This design comes from an exercise in tuning for a short achievable clock period on the open sky130 flow, not from production work. In this exercise RTL edits were held to simulation tests only and were not proved equivalent to the original. No activity file was given, so power comes from the tool's default toggle rates.

## old
==> flow/design.v (excerpt) <==
module uartprobe #(
    parameter [31:0] GPO_ON_RESET      = 32'hDEAD_BEEF,
    parameter [31:0] AXI_ADDR_ON_RESET = 32'b0
)(
input             clk,
input             m_aresetn,
input             rx_valid,
input      [ 7:0] rx_data,
output            rx_ready,
output            tx_valid,
output     [ 7:0] tx_data,
input             tx_ready,
output reg [31:0] gpo,
input      [31:0] gpi,
output     [31:0] m_axi_araddr,
input             m_axi_arready,
output     [ 2:0] m_axi_arsize,
output            m_axi_arvalid,
output     [31:0] m_axi_awaddr,
input             m_axi_awready,
output     [ 2:0] m_axi_awsize,
output            m_axi_awvalid,
output            m_axi_bready,
input      [ 1:0] m_axi_bresp,
input             m_axi_bvalid,
input      [31:0] m_axi_rdata,
output            m_axi_rready,
input      [ 1:0] m_axi_rresp,
input             m_axi_rvalid,
output reg [31:0] m_axi_wdata,
input             m_axi_wready,
output     [ 3:0] m_axi_wstrb,
output            m_axi_wvalid
);
make LEC_CHECK=0 ABC_CLOCK_PERIOD_IN_PS=1500 CAP_MARGIN=20 CORE_MARGIN=2 CORE_UTILIZATION=35 SETUP_SLACK_MARGIN=2.6 SLEW_MARGIN=20 SYNTH_HIERARCHICAL=1 finish   # period 4.5 ns
run.sh (not shown) runs the stock make flow with config.mk's settings and CLKGATE_MAP_FILE= SYNTH_SCRIPT=/design/flow/synth_recipe.tcl, a recipe that flattens the netlist after the stock synthesis.
The following lists how new was set up differently from old:
--- a/flow/design.v
+++ b/flow/design.v
@@ -52,16 +52,17 @@
 reg         wr_rr;           
 reg  [ 7:0] tx_oth;          
 reg         axi_rd_go;
 reg         axi_wr_go;
 reg         axi_wa_go;
 reg  [31:0] axi_addr;        
 reg  [31:0] addr_i;          
 reg  [31:2] p4_q;            
+reg  [31:2] p4_c;            
 reg  [3:0]  a_one;           
 reg  [31:2] a_p1;            
 reg  [31:0] axi_data;
 reg         axi_ctrl_ae;
 reg         axi_ctrl_rv;
 reg         axi_ctrl_wv;
 reg  [ 1:0] axi_ctrl_rr;
 reg  [ 1:0] axi_ctrl_wr;
@@ -166,17 +167,17 @@
 wire        rv_d    = m_axi_rvalid | (axi_ctrl_rv & ~(st_rst_rd & tx_ready));
 wire        wv_d    = m_axi_bvalid | (axi_ctrl_wv & ~(st_wst_rd & tx_ready));
 wire [ 1:0] rr_d    = m_axi_rvalid ? m_axi_rresp : axi_ctrl_rr;
 wire [ 1:0] wr_d    = m_axi_bvalid ? m_axi_bresp : axi_ctrl_wr;
 wire [31:0] data_d  = m_axi_rvalid ? m_axi_rdata : axi_data;
 wire        inc     = (m_axi_rvalid | m_axi_bvalid) & axi_ctrl_ae;
 wire [31:0] addr_p4 = {p4_q, addr_i[1:0]};
 wire [31:2] p4_p4;           
-uartprobe_inc30 u_inc (.a(p4_q), .y(p4_p4));
+uartprobe_inc30 u_inc (.a(p4_c), .y(p4_p4));
 reg  [31:0] addr_wr;         
 always @(*) begin
     addr_wr = addr_i;
     if (wr_acc) begin
         if (st_adr_wr[0]) addr_wr[ 7: 0] = rx_data;
         if (st_adr_wr[1]) addr_wr[15: 8] = rx_data;
         if (st_adr_wr[2]) addr_wr[23:16] = rx_data;
         if (st_adr_wr[3]) addr_wr[31:24] = rx_data;
@@ -218,21 +219,22 @@
 always @(*) begin
     p4w[1:0] = 2'b00;
     p4w[7:2] = st_adr_wr[0] ? rx_p10[5:0] : p4_q[7:2];
     for (k = 1; k < 4; k = k + 1)
         p4w[8 * k +: 8] = st_adr_wr[k] ? (cyin[k] ? rx_p1 : rx_data) :
                           below[k]     ? (cy_hi[k] ? a_p1[8 * k +: 8] : addr_i[8 * k +: 8]) :
                                          p4_q[8 * k +: 8];
 end
-wire [31:2] p4_w, p4_d;
+wire [31:2] p4_w, p4_d, p4_dc;
 generate
     for (gb = 2; gb < 32; gb = gb + 1) begin : g_p4
-        uartprobe_mux2 u_w (.s(wr_acc), .a(p4_q[gb]), .b(p4w[gb]),  .y(p4_w[gb]));
-        uartprobe_mux2 u_d (.s(inc),    .a(p4_w[gb]), .b(p4_p4[gb]), .y(p4_d[gb]));
+        uartprobe_mux2 u_w  (.s(wr_acc), .a(p4_q[gb]), .b(p4w[gb]),   .y(p4_w[gb]));
+        uartprobe_mux2 u_d  (.s(inc),    .a(p4_w[gb]), .b(p4_p4[gb]), .y(p4_d[gb]));
+        uartprobe_mux2 u_dc (.s(inc),    .a(p4_w[gb]), .b(p4_p4[gb]), .y(p4_dc[gb]));
     end
 endgenerate
 always @(posedge clk, negedge m_aresetn) begin : p_axi_go
     if (!m_aresetn) begin
         axi_rd_go <= 1'b0;
         axi_wa_go <= 1'b0;
         axi_wr_go <= 1'b0;
     end else begin
@@ -273,22 +275,24 @@
     if (st_dat_wr[2] && rx_valid) m_axi_wdata[23:16] <= rx_data;
     if (st_dat_wr[3] && rx_valid) m_axi_wdata[31:24] <= rx_data;
 end
 always @(posedge clk, negedge m_aresetn) begin : p_axi_addr
     if (!m_aresetn) begin
         axi_addr <= AXI_ADDR_ON_RESET;
         addr_i   <= AXI_ADDR_ON_RESET;
         p4_q     <= AXI_ADDR_ON_RESET[31:2] + 30'd1;
+        p4_c     <= AXI_ADDR_ON_RESET[31:2] + 30'd1;
         a_one    <= a_one_of(AXI_ADDR_ON_RESET);
         a_p1     <= a_p1_of(AXI_ADDR_ON_RESET);
     end else begin
         axi_addr <= addr_d;
         addr_i   <= addr_di;
         p4_q     <= p4_d;
+        p4_c     <= p4_dc;
         a_one    <= a_one_of(addr_di);
         a_p1     <= a_p1_of(addr_di);
     end
 end
 always @(posedge clk, negedge m_aresetn) begin : p_gpo
     if (!m_aresetn) begin
         gpo <= GPO_ON_RESET;
     end else begin
On new: combined flip-flop and latch cell area is about 10% higher than what old gave. Compared to old, new reaches a higher achievable clock. Compared with old, new degrades power. Going from old to new, ratio of total power to cell area has increased, final layout net count went up, flip-flop and latch count grew by 30. [diff] via count of the routed design, new relative to old: regression. new against old: fraction of area in non-clock buffers fell by 0.41 points, relative area change from synthesis to final layout fell by 0.92 points. Relative to old, non-clock buffer instance count of the final layout has gone up in new. After detailed routing, old needs less wire than new.

---

Setup of main:
Starting RTL as in the previous note.
// uartprobe
module uartprobe #(
    parameter [31:0] GPO_ON_RESET      = 32'hDEAD_BEEF,
    parameter [31:0] AXI_ADDR_ON_RESET = 32'b0
)(
input             clk,
input             m_aresetn,
input             rx_valid,
input      [ 7:0] rx_data,
output            rx_ready,
output            tx_valid,
output     [ 7:0] tx_data,
input             tx_ready,
output reg [31:0] gpo,
input      [31:0] gpi,
output     [31:0] m_axi_araddr,
input             m_axi_arready,
output     [ 2:0] m_axi_arsize,
output            m_axi_arvalid,
output     [31:0] m_axi_awaddr,
input             m_axi_awready,
output     [ 2:0] m_axi_awsize,
output            m_axi_awvalid,
output            m_axi_bready,
input      [ 1:0] m_axi_bresp,
input             m_axi_bvalid,
input      [31:0] m_axi_rdata,
output            m_axi_rready,
input      [ 1:0] m_axi_rresp,
input             m_axi_rvalid,
output reg [31:0] m_axi_wdata,
input             m_axi_wready,
output     [ 3:0] m_axi_wstrb,
output            m_axi_wvalid
);
clock: 4.5 ns
lec_check: 0
abc_clock_period_in_ps: 1500
cap_margin: 20
core_margin: 2
core_utilization: 40
setup_slack_margin: 2.6
slew_margin: 20
synth_hierarchical: 1
Input changes introduced in the feature branch (baseline for comparison: main):
-- flow/design.v --
<<< main, line 99
wire        hold    = (st_rd & hold_rd) | (st_wr & hold_wr);
wire        n_idle  = st_idle ? ~(idle_rr & rx_valid & (rc != 6'h01)) : ~hold;
wire [3:0]  d_gpi_rd, d_gpo_rd, d_gpo_wr, d_adr_rd, d_adr_wr, d_dat_rd, d_dat_wr;
wire        d_rst_rd, d_rct_wr, d_wst_rd, d_wct_wr, d_rd, d_wr;
uartprobe_dec u_dec (
    .rc(rc),
    .gpi_rd(d_gpi_rd), .gpo_rd(d_gpo_rd), .gpo_wr(d_gpo_wr), .adr_rd(d_adr_rd),
    .adr_wr(d_adr_wr), .dat_rd(d_dat_rd), .dat_wr(d_dat_wr),
    .rst_rd(d_rst_rd), .rct_wr(d_rct_wr), .wst_rd(d_wst_rd), .wct_wr(d_wct_wr),
    .rd(d_rd), .wr(d_wr)
);
integer i;
wire [3:0]  n_gpo_rd = enter ? d_gpo_rd : st_gpo_rd & {4{hold_rd}};
wire [3:0]  n_gpo_wr = enter ? d_gpo_wr : st_gpo_wr & {4{hold_wr}};
>>> the feature branch, line 99
wire        hold    = (st_rd & hold_rd) | (st_wr & hold_wr);
wire        n_idle  = st_idle ? ~(idle_rr & rx_valid & (rc != 6'h01)) : ~hold;
reg  [3:0]  d_gpi_rd, d_gpo_rd, d_gpo_wr, d_adr_rd, d_adr_wr, d_dat_rd, d_dat_wr;
integer i;
always @(*) begin
    for (i = 0; i < 4; i = i + 1) begin
        d_gpi_rd[i] = (rc == 6'h02 + i);
        d_gpo_rd[i] = (rc == 6'h06 + i);
        d_gpo_wr[i] = (rc == 6'h0A + i);
        d_adr_rd[i] = (rc == 6'h0E + i);
        d_adr_wr[i] = (rc == 6'h12 + i);
        d_dat_rd[i] = (rc == 6'h16 + i);
        d_dat_wr[i] = (rc == 6'h1A + i);
    end
end
wire        d_rst_rd = (rc == 6'h1E);
wire        d_rct_wr = (rc == 6'h1F);
wire        d_wst_rd = (rc == 6'h20);
wire        d_wct_wr = (rc == 6'h21);
wire        d_rd     = (|d_gpi_rd) | (|d_gpo_rd) | (|d_adr_rd) | (|d_dat_rd) |
                       d_rst_rd | d_wst_rd;
wire        d_wr     = (|d_gpo_wr) | (|d_adr_wr) | (|d_dat_wr) |
                       d_rct_wr | d_wct_wr;
wire [3:0]  n_gpo_rd = enter ? d_gpo_rd : st_gpo_rd & {4{hold_rd}};
wire [3:0]  n_gpo_wr = enter ? d_gpo_wr : st_gpo_wr & {4{hold_wr}};
<<< main, line 631
    uartprobe_xnor2 u152 (.a(a[29]), .b(p5_28), .y(y[29]));
endmodule
module uartprobe_dec (
    input  [5:0] rc,
    output reg [3:0] gpi_rd, gpo_rd, gpo_wr, adr_rd, adr_wr, dat_rd, dat_wr,
    output rst_rd, rct_wr, wst_rd, wct_wr, rd, wr
);
    integer i;
    always @(*) begin
        for (i = 0; i < 4; i = i + 1) begin
            gpi_rd[i] = (rc == 6'h02 + i);
            gpo_rd[i] = (rc == 6'h06 + i);
            gpo_wr[i] = (rc == 6'h0A + i);
            adr_rd[i] = (rc == 6'h0E + i);
            adr_wr[i] = (rc == 6'h12 + i);
            dat_rd[i] = (rc == 6'h16 + i);
            dat_wr[i] = (rc == 6'h1A + i);
        end
    end
    assign rst_rd = (rc == 6'h1E);
    assign rct_wr = (rc == 6'h1F);
    assign wst_rd = (rc == 6'h20);
    assign wct_wr = (rc == 6'h21);
    assign rd     = (|gpi_rd) | (|gpo_rd) | (|adr_rd) | (|dat_rd) | rst_rd | wst_rd;
    assign wr     = (|gpo_wr) | (|adr_wr) | (|dat_wr) | rct_wr | wct_wr;
endmodule
module uartprobe_inc8 (input [7:0] a, output [7:0] y);
    assign y = a + 8'd1;
>>> the feature branch, line 642
    uartprobe_xnor2 u152 (.a(a[29]), .b(p5_28), .y(y[29]));
endmodule
module uartprobe_inc8 (input [7:0] a, output [7:0] y);
    assign y = a + 8'd1;
[summary]
Register-to-register setup slack: the feature branch worse than main
Taking main as the reference, in the feature branch die extent in x shows no meaningful change; DRC violation total after the first TritonRoute iteration shows an increase of 8; fmax shows an increase of 0.0030 GHz.
Relative to main, the combinational group power measured on the feature branch has increased by more than a quarter.
Sort main and the feature branch by total stage count of the critical path, descending, and the feature branch comes first.
The feature branch vs main: number of fillers in the final layout up slightly
When the final numbers for main and the feature branch were put side by side, the total of plain and repair buffers excluding clock buffers turned out to be smaller in the feature branch.
Routed wire in the feature branch totals more than in main.
Looking only at share of power burned in registers, and setting everything else aside, the lower value of main and the feature branch goes to the feature branch.
In terms of post-layout instance area, main and the feature branch differ only marginally.
On worst slew margin relative to its limit: between main and the feature branch, it ends up lower for main.
Going from main to the feature branch, power grew by more than 10%.

---

oak:
uartprobe, a different RTL version from the one above (not shown whole).
Size: about 270 flip-flops, roughly 240 I/O pins, roughly 16000 sq um of cells after synthesis.
clock: 4.5 ns
lec_check: 0
abc_clock_period_in_ps: 1500
cap_margin: 20
core_margin: 2
core_utilization: 40
setup_slack_margin: 2.6
slew_margin: 20
synth_hierarchical: 1
Input changes introduced in pine (baseline for comparison: oak):
--- a/flow/design.v
+++ b/flow/design.v
@@ -51,17 +51,16 @@
 reg         idle_rr;         
 reg         wr_rr;           
 reg  [ 7:0] tx_oth;          
 reg         axi_rd_go;
 reg         axi_wr_go;
 reg         axi_wa_go;
 reg  [31:0] axi_addr;        
 reg  [31:0] addr_i;          
-reg  [31:2] p4_q;            
 reg  [31:0] axi_data;
 reg         axi_ctrl_ae;
 reg         axi_ctrl_rv;
 reg         axi_ctrl_wv;
 reg  [ 1:0] axi_ctrl_rr;
 reg  [ 1:0] axi_ctrl_wr;
 uartprobe_and2 u_rx_ready (.a(rx_ready_r), .b(rx_valid), .y(rx_ready));
 assign tx_valid      = tx_valid_q;
@@ -173,19 +172,19 @@
 wire        ctl_wr  = st_rct_wr | st_wct_wr;
 wire        go_set  = st_wct_wr & rx_valid & rx_data[0];
 wire        rv_d    = m_axi_rvalid | (axi_ctrl_rv & ~(st_rst_rd & tx_ready));
 wire        wv_d    = m_axi_bvalid | (axi_ctrl_wv & ~(st_wst_rd & tx_ready));
 wire [ 1:0] rr_d    = m_axi_rvalid ? m_axi_rresp : axi_ctrl_rr;
 wire [ 1:0] wr_d    = m_axi_bvalid ? m_axi_bresp : axi_ctrl_wr;
 wire [31:0] data_d  = m_axi_rvalid ? m_axi_rdata : axi_data;
 wire        inc     = (m_axi_rvalid | m_axi_bvalid) & axi_ctrl_ae;
-wire [31:0] addr_p4 = {p4_q, addr_i[1:0]};
-wire [31:2] p4_p4;           
-uartprobe_inc30 u_inc (.a(p4_q), .y(p4_p4));
+wire [31:0] addr_p4;
+assign addr_p4[1:0] = addr_i[1:0];
+uartprobe_inc30 u_inc (.a(addr_i[31:2]), .y(addr_p4[31:2]));
 reg  [31:0] addr_wr;         
 always @(*) begin
     addr_wr = addr_i;
     if (wr_acc) begin
         if (st_adr_wr[0]) addr_wr[ 7: 0] = rx_data;
         if (st_adr_wr[1]) addr_wr[15: 8] = rx_data;
         if (st_adr_wr[2]) addr_wr[23:16] = rx_data;
         if (st_adr_wr[3]) addr_wr[31:24] = rx_data;
@@ -196,50 +195,16 @@
 wire [31:0] addr_ri;         
 generate
     for (gb = 0; gb < 32; gb = gb + 1) begin : g_addr
         uartprobe_mux2 u_d  (.s(inc), .a(addr_wr[gb]), .b(addr_p4[gb]), .y(addr_d[gb]));
         uartprobe_mux2 u_di (.s(inc), .a(addr_wr[gb]), .b(addr_p4[gb]), .y(addr_di[gb]));
         uartprobe_mux2 u_ri (.s(inc), .a(addr_i[gb]),  .b(addr_p4[gb]), .y(addr_ri[gb]));
     end
 endgenerate
-wire [7:0]  rx_p1  = rx_data + 8'd1;
-wire [7:2]  rx_p10 = rx_data[7:2] + 6'd1;
-wire        rx_one = &rx_data;
-wire        rx_one0 = &rx_data[7:2];
-wire [3:0]  a_one  = {&addr_i[31:24], &addr_i[23:16], &addr_i[15:8], &addr_i[7:2]};
-wire [31:0] a_p1   = {addr_i[31:24] + 8'd1, addr_i[23:16] + 8'd1,
-                      addr_i[15:8] + 8'd1, addr_i[7:2] + 6'd1, 2'b00};
-reg  [31:0] p4w;
-reg         cy;
-integer n, k;
-always @(*) begin
-    p4w = addr_p4;
-    cy  = 1'b0;
-    for (n = 0; n < 4; n = n + 1) begin
-        if (st_adr_wr[n]) begin
-            cy = 1'b1;
-            for (k = 0; k < n; k = k + 1)
-                cy = cy & a_one[k];
-            if (n == 0) begin
-                p4w[7:2] = rx_p10;
-                cy = rx_one0;
-            end else begin
-                p4w[8 * n +: 8] = cy ? rx_p1 : rx_data;
-                cy = cy & rx_one;
-            end
-            for (k = n + 1; k < 4; k = k + 1) begin
-                p4w[8 * k +: 8] = cy ? a_p1[8 * k +: 8] : addr_i[8 * k +: 8];
-                cy = cy & a_one[k];
-            end
-        end
-    end
-end
-wire        adr_wr_acc = wr_acc & (|st_adr_wr);
-wire [31:2] p4_d = inc ? p4_p4 : adr_wr_acc ? p4w[31:2] : p4_q;
 always @(posedge clk, negedge m_aresetn) begin : p_axi_go
     if (!m_aresetn) begin
         axi_rd_go <= 1'b0;
         axi_wa_go <= 1'b0;
         axi_wr_go <= 1'b0;
     end else begin
         if (m_axi_arready)
             axi_rd_go <= 1'b0;
@@ -277,21 +242,19 @@
     if (st_dat_wr[1] && rx_valid) m_axi_wdata[15: 8] <= rx_data;
     if (st_dat_wr[2] && rx_valid) m_axi_wdata[23:16] <= rx_data;
     if (st_dat_wr[3] && rx_valid) m_axi_wdata[31:24] <= rx_data;
 end
 always @(posedge clk, negedge m_aresetn) begin : p_axi_addr
     if (!m_aresetn) begin
         axi_addr <= AXI_ADDR_ON_RESET;
         addr_i   <= AXI_ADDR_ON_RESET;
-        p4_q     <= AXI_ADDR_ON_RESET[31:2] + 30'd1;
     end else begin
         axi_addr <= addr_d;
         addr_i   <= addr_di;
-        p4_q     <= p4_d;
     end
 end
 always @(posedge clk, negedge m_aresetn) begin : p_gpo
     if (!m_aresetn) begin
         gpo <= GPO_ON_RESET;
     end else begin
         if (st_gpo_wr[0] && rx_valid) gpo[ 7: 0] <= rx_data;
         if (st_gpo_wr[1] && rx_valid) gpo[15: 8] <= rx_data;
Results
Every stage of the flow completed for pine, and the final layout passed the timing, design-rule and antenna checks. Re number of sinks on the clock net: pine is 30 down on oak. Looking at standard cell with the maximum stage delay on the critical path, the buf_2 result is from pine; the or4_4 one comes from oak. For oak, the critical path capture point was p4_q[25], unlike pine, where it was tx_data[0]. pine ended up with a lower net switching fraction of the power than oak did. pine vs. oak: count of mapped cells out of synthesis shows a reduction of 27%, fraction of area in clock buffers and inverters now smaller, sequential share of layout area climbed 2.0 points. oak → pine: fraction of synthesized cell area in xor and xnor cells decreased 2.2 points; count of clock-buffer cells in the layout decreased 20%; required time of the critical path saw a decrease.

-- re-timing with driven ports --
How much do the figures lean on ideal ports? The routed layouts below were timed once more, with nothing changed but the port constraints. Step 1, drivers: a clkbuf_16 drives clk and a buf_2 each remaining input, both assumed. Step 2 adds t to the input delays and takes it off the output delays; t is the mean of the earliest and latest rising clock arrival at the registers after step 1. Input paths then give back, and output paths get back, about the clock's delay inside the block. Three values: no drivers, after step 1, after step 2; two values: the first two.
run | shift t [ns] | setup slack, ns | cell pins on the clock port's net
old | 0.621 | 2.211 / 2.168 / 1.669 | 1
new | 0.619 | 2.223 / 2.185 / 1.593 | 1
main | 0.598 | 2.213 / 2.176 / 1.638 | 1
the feature branch | 0.583 | 2.229 / 2.193 / 1.664 | 1
oak | 0.619 | 2.173 / 2.178 / 1.559 | 1
pine | 0.584 | 2.201 / 2.150 / 1.726 | 1
After both steps every run listed still meets setup and hold. For new, which loses most, drivers alone change the setup slack by -0.038 ns; drivers and shift together by -0.630 ns.
